From an optimization exercise on the open Yosys and OpenROAD flow, aimed at small area and a short achievable clock period; shortcuts taken in it are not production practice. Where RTL was checked, it was by simulation tests only, not by an equivalence proof against the original. Power figures rest on the tool's default switching activity, not on a simulated workload.

==> module mem_tri, before the edit <==
module mem_tri
(
    input        clk,
    input  [2:0] sel,
    input        str,
    input        clr,
    input  [7:0] wd,
    output [7:0] y_n,
    output [2:0] bit0
);
wire [2:0] we   = sel & {3{str}};
wire [2:0] hold = ~(we | {3{clr}});
wire [7:0] q0, q1, q2;
mem_byte b0 (.clk(clk), .we(we[0]), .hold(hold[0]), .wd(wd), .q(q0));
mem_byte b1 (.clk(clk), .we(we[1]), .hold(hold[1]), .wd(wd), .q(q1));
mem_byte b2 (.clk(clk), .we(we[2]), .hold(hold[2]), .wd(wd), .q(q2));
assign bit0 = {q2[0], q1[0], q0[0]};
assign y_n  = ~(({8{sel[0]}} & q0) | ({8{sel[1]}} & q1) | ({8{sel[2]}} & q2));
endmodule
==> module top, before the edit <==
module top
(
    input rst,
    input clk,
    input button,
    output [5:0] leds,
    output [7:0] imem_addr,
    input [7:0] imem_data
);
reg [7:0] pc;
reg       flag;
reg [7:0] ra, rb, rc, rd;
reg       clr;
wire [7:0] I  = imem_data;
wire [2:0] op = I[7:5];
wire is_bgt = (op == 3'd3);
wire is_str = (op == 3'd5);
wire is_ldc = op[2] & op[1];
wire [1:0] s1 = is_ldc ? {1'b0, I[4]} : I[4:3];
wire [1:0] s2 = I[2:1];
reg [7:0] a, b;
always @(*) begin
    case (s1)
        2'd0: a = ra;
        2'd1: a = rb;
        2'd2: a = rc;
        default: a = rd;
    endcase
    case (s2)
        2'd0: b = ra;
        2'd1: b = rb;
        2'd2: b = rc;
        default: b = rd;
    endcase
end
wire [3:0] s2_oh = 4'd1 << s2;
wire [15:0] lo_r [0:3];
wire [15:0] hi_r [0:3];
genvar gi, gr;
generate
    for (gi = 0; gi < 16; gi = gi + 1) begin : pre_g
        assign lo_r[0][gi] = (ra[3:0] == gi);
        assign lo_r[1][gi] = (rb[3:0] == gi);
        assign lo_r[2][gi] = (rc[3:0] == gi);
        assign lo_r[3][gi] = (rd[3:0] == gi);
        assign hi_r[0][gi] = (ra[7:4] == gi);
        assign hi_r[1][gi] = (rb[7:4] == gi);
        assign hi_r[2][gi] = (rc[7:4] == gi);
        assign hi_r[3][gi] = (rd[7:4] == gi);
    end
endgenerate
wire [15:0] lo_sel = ({16{s2_oh[0]}} & lo_r[0]) | ({16{s2_oh[1]}} & lo_r[1]) |
                     ({16{s2_oh[2]}} & lo_r[2]) | ({16{s2_oh[3]}} & lo_r[3]);
wire [15:0] hi_sel = ({16{s2_oh[0]}} & hi_r[0]) | ({16{s2_oh[1]}} & hi_r[1]) |
                     ({16{s2_oh[2]}} & hi_r[2]) | ({16{s2_oh[3]}} & hi_r[3]);
wire [255:0] sel;
generate
    for (gi = 0; gi < 256; gi = gi + 1) begin : sel_g
        assign sel[gi] = hi_sel[gi / 16] & lo_sel[gi % 16];
    end
endgenerate
wire [7:0] y_n [0:84];
wire [2:0] bit0 [0:84];
generate
    for (gi = 0; gi < 85; gi = gi + 1) begin : tri_g
        mem_tri u (.clk(clk), .sel(sel[3*gi+2:3*gi]), .str(is_str), .clr(clr),
                   .wd(a), .y_n(y_n[gi]), .bit0(bit0[gi]));
    end
endgenerate
reg [7:0] mem_rd;
integer k;
always @(*) begin
    mem_rd = 8'd0;
    for (k = 0; k < 85; k = k + 1)
        mem_rd = mem_rd | ~y_n[k];
end
wire [7:0] r_data = (mem_rd & {8{~clr}}) | {7'b0, sel[255] & button};
assign leds = ~{bit0[84], bit0[83]} | {6{clr}};
wire [7:0] sum  = a + b;
wire [7:0] nnd  = ~(a & b);
wire [7:0] shr  = (b[7:3] != 5'd0) ? 8'd0 : (a >> b[2:0]);
wire       gt   = a > b;
reg [7:0] wdata;
always @(*) begin
    case (op)
        3'd0: wdata = sum;
        3'd1: wdata = nnd;
        3'd2: wdata = shr;
        3'd4: wdata = r_data;
        3'd6: wdata = {a[7:4], I[3:0]};
        3'd7: wdata = {I[3:0], a[3:0]};
        default: wdata = sum;
    endcase
end
wire wreg = ~(is_bgt | is_str);
always @(posedge clk or posedge rst) begin
    if (rst) begin
        ra <= 8'd0;
        rb <= 8'd0;
        rc <= 8'd0;
        rd <= 8'd0;
    end else if (wreg) begin
        case (s1)
            2'd0: ra <= wdata;
            2'd1: rb <= wdata;
            2'd2: rc <= wdata;
            default: rd <= wdata;
        endcase
    end
end
wire [7:0] off  = I[4] ? (8'd0 - {4'd0, I[3:0]}) : {4'd0, I[3:0]};
wire       take = is_bgt & flag;
wire [7:0] pc_next = pc + (take ? off : 8'd1);
always @(posedge clk or posedge rst) begin
    if (rst) begin
        pc   <= 8'd0;
        flag <= 1'b0;
        clr  <= 1'b1;
    end else begin
        pc   <= pc_next;
        flag <= gt;
        clr  <= 1'b0;
    end
end
assign imem_addr = pc;
endmodule
Settings: LEC_CHECK=0, CAP_MARGIN=20, CORE_MARGIN=2, CORE_UTILIZATION=55, PLACE_DENSITY=0.65, SETUP_SLACK_MARGIN=3.0, SLEW_MARGIN=20, SYNTH_HIERARCHICAL=1; clock period 7.5 ns.
run.sh (not shown) runs the stock make flow with config.mk's settings and CLKGATE_MAP_FILE= SYNTH_SCRIPT=/design/flow/synth_recipe.tcl, a recipe that flattens the netlist after the stock synthesis.
Change:
--- a/flow/design.v
+++ b/flow/design.v
@@ -69,5 +69,5 @@
 mem_byte b2 (.clk(clk), .we(we[2]), .hold(hold[2]), .wd(wd), .q(q2));
 assign bit0 = {q2[0], q1[0], q0[0]};
-assign y_n  = ~(({8{sel[0]}} & q0) | ({8{sel[1]}} & q1) | ({8{sel[2]}} & q2));
+assign y_n = ~(({8{sel[0]}} & q0) | ({8{sel[1]}} & q1) | ({8{sel[2]}} & q2));
 endmodule
 module register_file
@@ -173,7 +173,12 @@
 wire [7:0] I  = imem_data;
 wire [2:0] op = I[7:5];
+wire is_add = (op == 3'd0);
+wire is_nand = (op == 3'd1);
+wire is_shr = (op == 3'd2);
 wire is_bgt = (op == 3'd3);
+wire is_ld  = (op == 3'd4);
 wire is_str = (op == 3'd5);
 wire is_ldc = op[2] & op[1];
+wire is_ldh = (op == 3'd7);
 wire [1:0] s1 = is_ldc ? {1'b0, I[4]} : I[4:3];
 wire [1:0] s2 = I[2:1];
@@ -193,33 +198,19 @@
     endcase
 end
-wire [3:0] s2_oh = 4'd1 << s2;
-wire [15:0] lo_r [0:3];
-wire [15:0] hi_r [0:3];
-genvar gi, gr;
+wire [15:0] lo_sel, hi_sel;
+genvar gi;
 generate
     for (gi = 0; gi < 16; gi = gi + 1) begin : pre_g
-        assign lo_r[0][gi] = (ra[3:0] == gi);
-        assign lo_r[1][gi] = (rb[3:0] == gi);
-        assign lo_r[2][gi] = (rc[3:0] == gi);
-        assign lo_r[3][gi] = (rd[3:0] == gi);
-        assign hi_r[0][gi] = (ra[7:4] == gi);
-        assign hi_r[1][gi] = (rb[7:4] == gi);
-        assign hi_r[2][gi] = (rc[7:4] == gi);
-        assign hi_r[3][gi] = (rd[7:4] == gi);
+        assign lo_sel[gi] = (b[3:0] == gi);
+        assign hi_sel[gi] = (b[7:4] == gi);
     end
 endgenerate
-wire [15:0] lo_sel = ({16{s2_oh[0]}} & lo_r[0]) | ({16{s2_oh[1]}} & lo_r[1]) |
-                     ({16{s2_oh[2]}} & lo_r[2]) | ({16{s2_oh[3]}} & lo_r[3]);
-wire [15:0] hi_sel = ({16{s2_oh[0]}} & hi_r[0]) | ({16{s2_oh[1]}} & hi_r[1]) |
-                     ({16{s2_oh[2]}} & hi_r[2]) | ({16{s2_oh[3]}} & hi_r[3]);
-wire [255:0] sel;
+wire [254:0] sel;
+wire [7:0]   y_n [0:84];
+wire [2:0]   bit0 [0:84];
 generate
-    for (gi = 0; gi < 256; gi = gi + 1) begin : sel_g
+    for (gi = 0; gi < 255; gi = gi + 1) begin : sel_g
         assign sel[gi] = hi_sel[gi / 16] & lo_sel[gi % 16];
     end
-endgenerate
-wire [7:0] y_n [0:84];
-wire [2:0] bit0 [0:84];
-generate
     for (gi = 0; gi < 85; gi = gi + 1) begin : tri_g
         mem_tri u (.clk(clk), .sel(sel[3*gi+2:3*gi]), .str(is_str), .clr(clr),
@@ -234,5 +225,6 @@
         mem_rd = mem_rd | ~y_n[k];
 end
-wire [7:0] r_data = (mem_rd & {8{~clr}}) | {7'b0, sel[255] & button};
+wire       is255  = hi_sel[15] & lo_sel[15];
+wire [7:0] r_data = is255 ? {7'b0, button} : (clr ? 8'd0 : mem_rd);
 assign leds = ~{bit0[84], bit0[83]} | {6{clr}};
 wire [7:0] sum  = a + b;
Outcome: The changed run passed the timing, design-rule and antenna checks; global-route usage goes up by 0.41 points; core utilization goes up by 0.23 points; combinational power goes up by about 16%; design area stays flat; final cell count barely changes; wire length goes up by 0.89%; sequential share of layout area stays flat.
Function not checked in the first run of this note: the RTL went through the layout flow alone.

main:
Another version of the RTL of top (not shown whole).
For scale: ~2,100 flip-flops, about 25 I/O pins.
==> module t_selgen, before the edit <==
module t_selgen
(
    input  [1:0]  s,
    input  [15:0] r0,
    input  [15:0] r1,
    input  [15:0] r2,
    input  [15:0] r3,
    output reg [15:0] y
);
always @(*) begin
    case (s)
        2'd0: y = r0;
        2'd1: y = r1;
        2'd2: y = r2;
        default: y = r3;
    endcase
end
endmodule
==> module top, before the edit <==
module top
(
    input rst,
    input clk,
    input button,
    output [5:0] leds,
    output [7:0] imem_addr,
    input [7:0] imem_data
);
reg [7:0] pc;
reg       flag;
wire [7:0] ra, rb, rc, rd;
reg       clr;
wire [7:0] I  = imem_data;
wire [2:0] op = I[7:5];
wire is_bgt = (op == 3'd3);
wire is_ld  = (op == 3'd4);
wire is_str = (op == 3'd5);
wire is_ldc = op[2] & op[1];
wire [1:0] s1 = is_ldc ? {1'b0, I[4]} : I[4:3];
wire [1:0] s2 = I[2:1];
reg [7:0] a, b;
always @(*) begin
    case (s1)
        2'd0: a = ra;
        2'd1: a = rb;
        2'd2: a = rc;
        default: a = rd;
    endcase
    case (s2)
        2'd0: b = ra;
        2'd1: b = rb;
        2'd2: b = rc;
        default: b = rd;
    endcase
end
wire [15:0] lo_r [0:3];
wire [15:0] hi_r [0:3];
genvar gi;
generate
    for (gi = 0; gi < 16; gi = gi + 1) begin : pre_g
        assign lo_r[0][gi] = (ra[3:0] == gi);
        assign lo_r[1][gi] = (rb[3:0] == gi);
        assign lo_r[2][gi] = (rc[3:0] == gi);
        assign lo_r[3][gi] = (rd[3:0] == gi);
        assign hi_r[0][gi] = (ra[7:4] == gi);
        assign hi_r[1][gi] = (rb[7:4] == gi);
        assign hi_r[2][gi] = (rc[7:4] == gi);
        assign hi_r[3][gi] = (rd[7:4] == gi);
    end
endgenerate
wire [15:0] lo_sel, hi_sel;
t_selgen lo_gen (.s(s2), .r0(lo_r[0]), .r1(lo_r[1]), .r2(lo_r[2]), .r3(lo_r[3]), .y(lo_sel));
t_selgen hi_gen (.s(s2), .r0(hi_r[0]), .r1(hi_r[1]), .r2(hi_r[2]), .r3(hi_r[3]), .y(hi_sel));
wire [255:0] sel;
generate
    for (gi = 0; gi < 256; gi = gi + 1) begin : sel_g
        assign sel[gi] = hi_sel[gi / 16] & lo_sel[gi % 16];
    end
endgenerate
wire [3:0] s1w_oh = 4'd1 << I[4:3];
wire [7:0] wd;
t_mux4oh wd_mux (.s(s1w_oh), .r0(ra), .r1(rb), .r2(rc), .r3(rd), .y(wd));
wire [7:0] rd_n [0:254];
wire [7:0] mem_q [0:254];
generate
    for (gi = 0; gi < 255; gi = gi + 1) begin : byte_g
        wire we = is_str & sel[gi];
        mem_byte u (.clk(clk), .we(we), .hold(~(we | clr)), .sel(sel[gi]),
                    .wd(wd), .q(mem_q[gi]), .rd_n(rd_n[gi]));
    end
endgenerate
wire [7:0] l1 [0:63];
wire [7:0] l2 [0:31];
wire [7:0] l3 [0:7];
wire [7:0] l4 [0:3];
wire [7:0] mem_rd;
generate
    for (gi = 0; gi < 63; gi = gi + 1) begin : l1_g
        t_nand4 u (.a0(rd_n[4*gi]), .a1(rd_n[4*gi+1]), .a2(rd_n[4*gi+2]),
                   .a3(rd_n[4*gi+3]), .y(l1[gi]));
    end
    for (gi = 0; gi < 32; gi = gi + 1) begin : l2_g
        t_nor2 u (.a0(l1[2*gi]), .a1(l1[2*gi+1]), .y(l2[gi]));
    end
    for (gi = 0; gi < 8; gi = gi + 1) begin : l3_g
        t_nand4 u (.a0(l2[4*gi]), .a1(l2[4*gi+1]), .a2(l2[4*gi+2]),
                   .a3(l2[4*gi+3]), .y(l3[gi]));
    end
    for (gi = 0; gi < 4; gi = gi + 1) begin : l4_g
        t_nor2 u (.a0(l3[2*gi]), .a1(l3[2*gi+1]), .y(l4[gi]));
    end
endgenerate
t_nand3 l1_last (.a0(rd_n[252]), .a1(rd_n[253]), .a2(rd_n[254]), .y(l1[63]));
t_nand4 l5 (.a0(l4[0]), .a1(l4[1]), .a2(l4[2]), .a3(l4[3]), .y(mem_rd));
assign leds = ~{mem_q[254][0], mem_q[253][0], mem_q[252][0],
                mem_q[251][0], mem_q[250][0], mem_q[249][0]} | {6{clr}};
wire [7:0] sum  = a + b;
wire [7:0] nnd  = ~(a & b);
wire [7:0] shr  = (b[7:3] != 5'd0) ? 8'd0 : (a >> b[2:0]);
wire       gt   = a > b;
reg [7:0] wdata;
always @(*) begin
    case (op)
        3'd1: wdata = nnd;
        3'd2: wdata = shr;
        3'd6: wdata = {a[7:4], I[3:0]};
        3'd7: wdata = {I[3:0], a[3:0]};
        default: wdata = sum;
    endcase
end
wire [3:0] s1_oh  = 4'd1 << s1;
wire       wr_alu = ~(is_bgt | is_str | is_ld);
wire [3:0] ldm_we = s1_oh & {4{is_ld & ~clr}};
wire [3:0] ld_we  = s1_oh & {4{is_ld}};
wire [3:0] alu_we = s1_oh & {4{wr_alu}};
wire [3:0] keep   = ~(ld_we | alu_we);
wire [7:0] btn8   = {7'b0, sel[255] & button};
wire [7:0] rq [0:3];
wire [7:0] rest [0:3];
assign rq[0] = ra;
assign rq[1] = rb;
assign rq[2] = rc;
assign rq[3] = rd;
generate
    for (gi = 0; gi < 4; gi = gi + 1) begin : rest_g
        assign rest[gi] = ({8{ld_we[gi]}} & btn8) | ({8{alu_we[gi]}} & wdata) |
                          ({8{keep[gi]}} & rq[gi]);
    end
endgenerate
register_file regs (.clk(clk), .rst(rst), .ldm_we(ldm_we), .mem_rd(mem_rd),
                    .rest0(rest[0]), .rest1(rest[1]), .rest2(rest[2]), .rest3(rest[3]),
                    .q0(ra), .q1(rb), .q2(rc), .q3(rd));
wire [7:0] off  = I[4] ? (8'd0 - {4'd0, I[3:0]}) : {4'd0, I[3:0]};
wire       take = is_bgt & flag;
wire [7:0] pc_next = pc + (take ? off : 8'd1);
always @(posedge clk or posedge rst) begin
    if (rst) begin
        pc   <= 8'd0;
        flag <= 1'b0;
        clr  <= 1'b1;
    end else begin
        pc   <= pc_next;
        flag <= gt;
        clr  <= 1'b0;
    end
end
assign imem_addr = pc;
endmodule
clock: 7.5 ns
lec_check: 0
cap_margin: 20
core_margin: 2
core_utilization: 55
cts_cluster_diameter: 100
cts_cluster_size: 24
place_density: 0.65
setup_slack_margin: 4.0
slew_margin: 20
synth_hierarchical: 1
Edits applied to the flow inputs when going from main to the feature branch:
-- flow/design.v --
<<< main, line 113
module t_selgen
(
    input  [1:0]  s,
    input  [15:0] r0,
    input  [15:0] r1,
    input  [15:0] r2,
    input  [15:0] r3,
    output reg [15:0] y
);
always @(*) begin
    case (s)
        2'd0: y = r0;
        2'd1: y = r1;
        2'd2: y = r2;
        default: y = r3;
    endcase
end
endmodule
module t_mux4oh
>>> the feature branch, line 113
module t_selgen
(
    input  [3:0]  s,
    input  [15:0] r0,
    input  [15:0] r1,
    input  [15:0] r2,
    input  [15:0] r3,
    output [15:0] y_n
);
wire [15:0] p_n = ~(({16{s[0]}} & r0) | ({16{s[1]}} & r1));
wire [15:0] q_n = ~(({16{s[2]}} & r2) | ({16{s[3]}} & r3));
assign y_n = ~(~p_n | ~q_n);
endmodule
module t_mux4oh
<<< main, line 208
    endcase
end
wire [15:0] lo_r [0:3];
wire [15:0] hi_r [0:3];
>>> the feature branch, line 203
    endcase
end
wire [3:0] s2_oh = 4'd1 << s2;
wire [15:0] lo_r [0:3];
wire [15:0] hi_r [0:3];
<<< main, line 223
    end
endgenerate
wire [15:0] lo_sel, hi_sel;
t_selgen lo_gen (.s(s2), .r0(lo_r[0]), .r1(lo_r[1]), .r2(lo_r[2]), .r3(lo_r[3]), .y(lo_sel));
t_selgen hi_gen (.s(s2), .r0(hi_r[0]), .r1(hi_r[1]), .r2(hi_r[2]), .r3(hi_r[3]), .y(hi_sel));
wire [255:0] sel;
generate
    for (gi = 0; gi < 256; gi = gi + 1) begin : sel_g
        assign sel[gi] = hi_sel[gi / 16] & lo_sel[gi % 16];
    end
endgenerate
>>> the feature branch, line 219
    end
endgenerate
wire [15:0] lo_sel_n, hi_sel_n;
t_selgen lo_gen (.s(s2_oh), .r0(lo_r[0]), .r1(lo_r[1]), .r2(lo_r[2]), .r3(lo_r[3]), .y_n(lo_sel_n));
t_selgen hi_gen (.s(s2_oh), .r0(hi_r[0]), .r1(hi_r[1]), .r2(hi_r[2]), .r3(hi_r[3]), .y_n(hi_sel_n));
wire [255:0] sel;
generate
    for (gi = 0; gi < 256; gi = gi + 1) begin : sel_g
        assign sel[gi] = ~(hi_sel_n[gi / 16] | lo_sel_n[gi % 16]);
    end
endgenerate
Notes after the runs:
- The run with more setup slack is the feature branch; main has less.
- The feature branch against main; net count reported at finish is up slightly.
- Final cell utilization of the core is lower on main
- The feature branch: average routed wire per standard cell 2.6% above main
- Diff main -> the feature branch: synthesized instance count went up; overall via count from detail_route did not really move; proportion of layout cells with a drive suffix above 1 went up; post-route fraction of the period consumed by the critical path went down.
- The feature branch vs. main: combinational share of power saw an increase; cell area after technology mapping saw a decrease; biggest cell delay along the critical path saw a decrease; cell area saw an increase.

-- static timing again, ports no longer ideal --
The results above use ideal ports. As a check the final layouts listed here were re-extracted and re-timed, cells and wires unchanged.
Step 1: set_driving_cell puts a clkbuf_16 on clk and a buf_2 on each other input, an assumption about the parent block.
Step 2, shift: input delay + t, output delay - t, t = (earliest + latest rising clock arrival at the registers) / 2. This alone moves slack from input paths to output paths.
a / b / c = ideal ports / drivers / drivers and shift; a / b = the first two.
run	t, ns	setup slack, ns	worst setup path after step 2	latest minus earliest clock arrival (ns)
the first run of note 1	0.899	2.482 / 2.446 / 1.547	input to register	0.041 / 0.042
the second run of note 1	0.911	2.062 / 2.094 / 1.183	input to register	0.072 / 0.072
main	0.843	3.564 / 3.346 / 2.503	input to register	0.039 / 0.039
the feature branch	0.847	3.581 / 3.429 / 2.582	input to register	0.042 / 0.042
After both steps setup and hold are still met in every run listed. For main, which loses most, drivers alone change the setup slack by -0.218 ns; drivers and shift together by -1.061 ns.
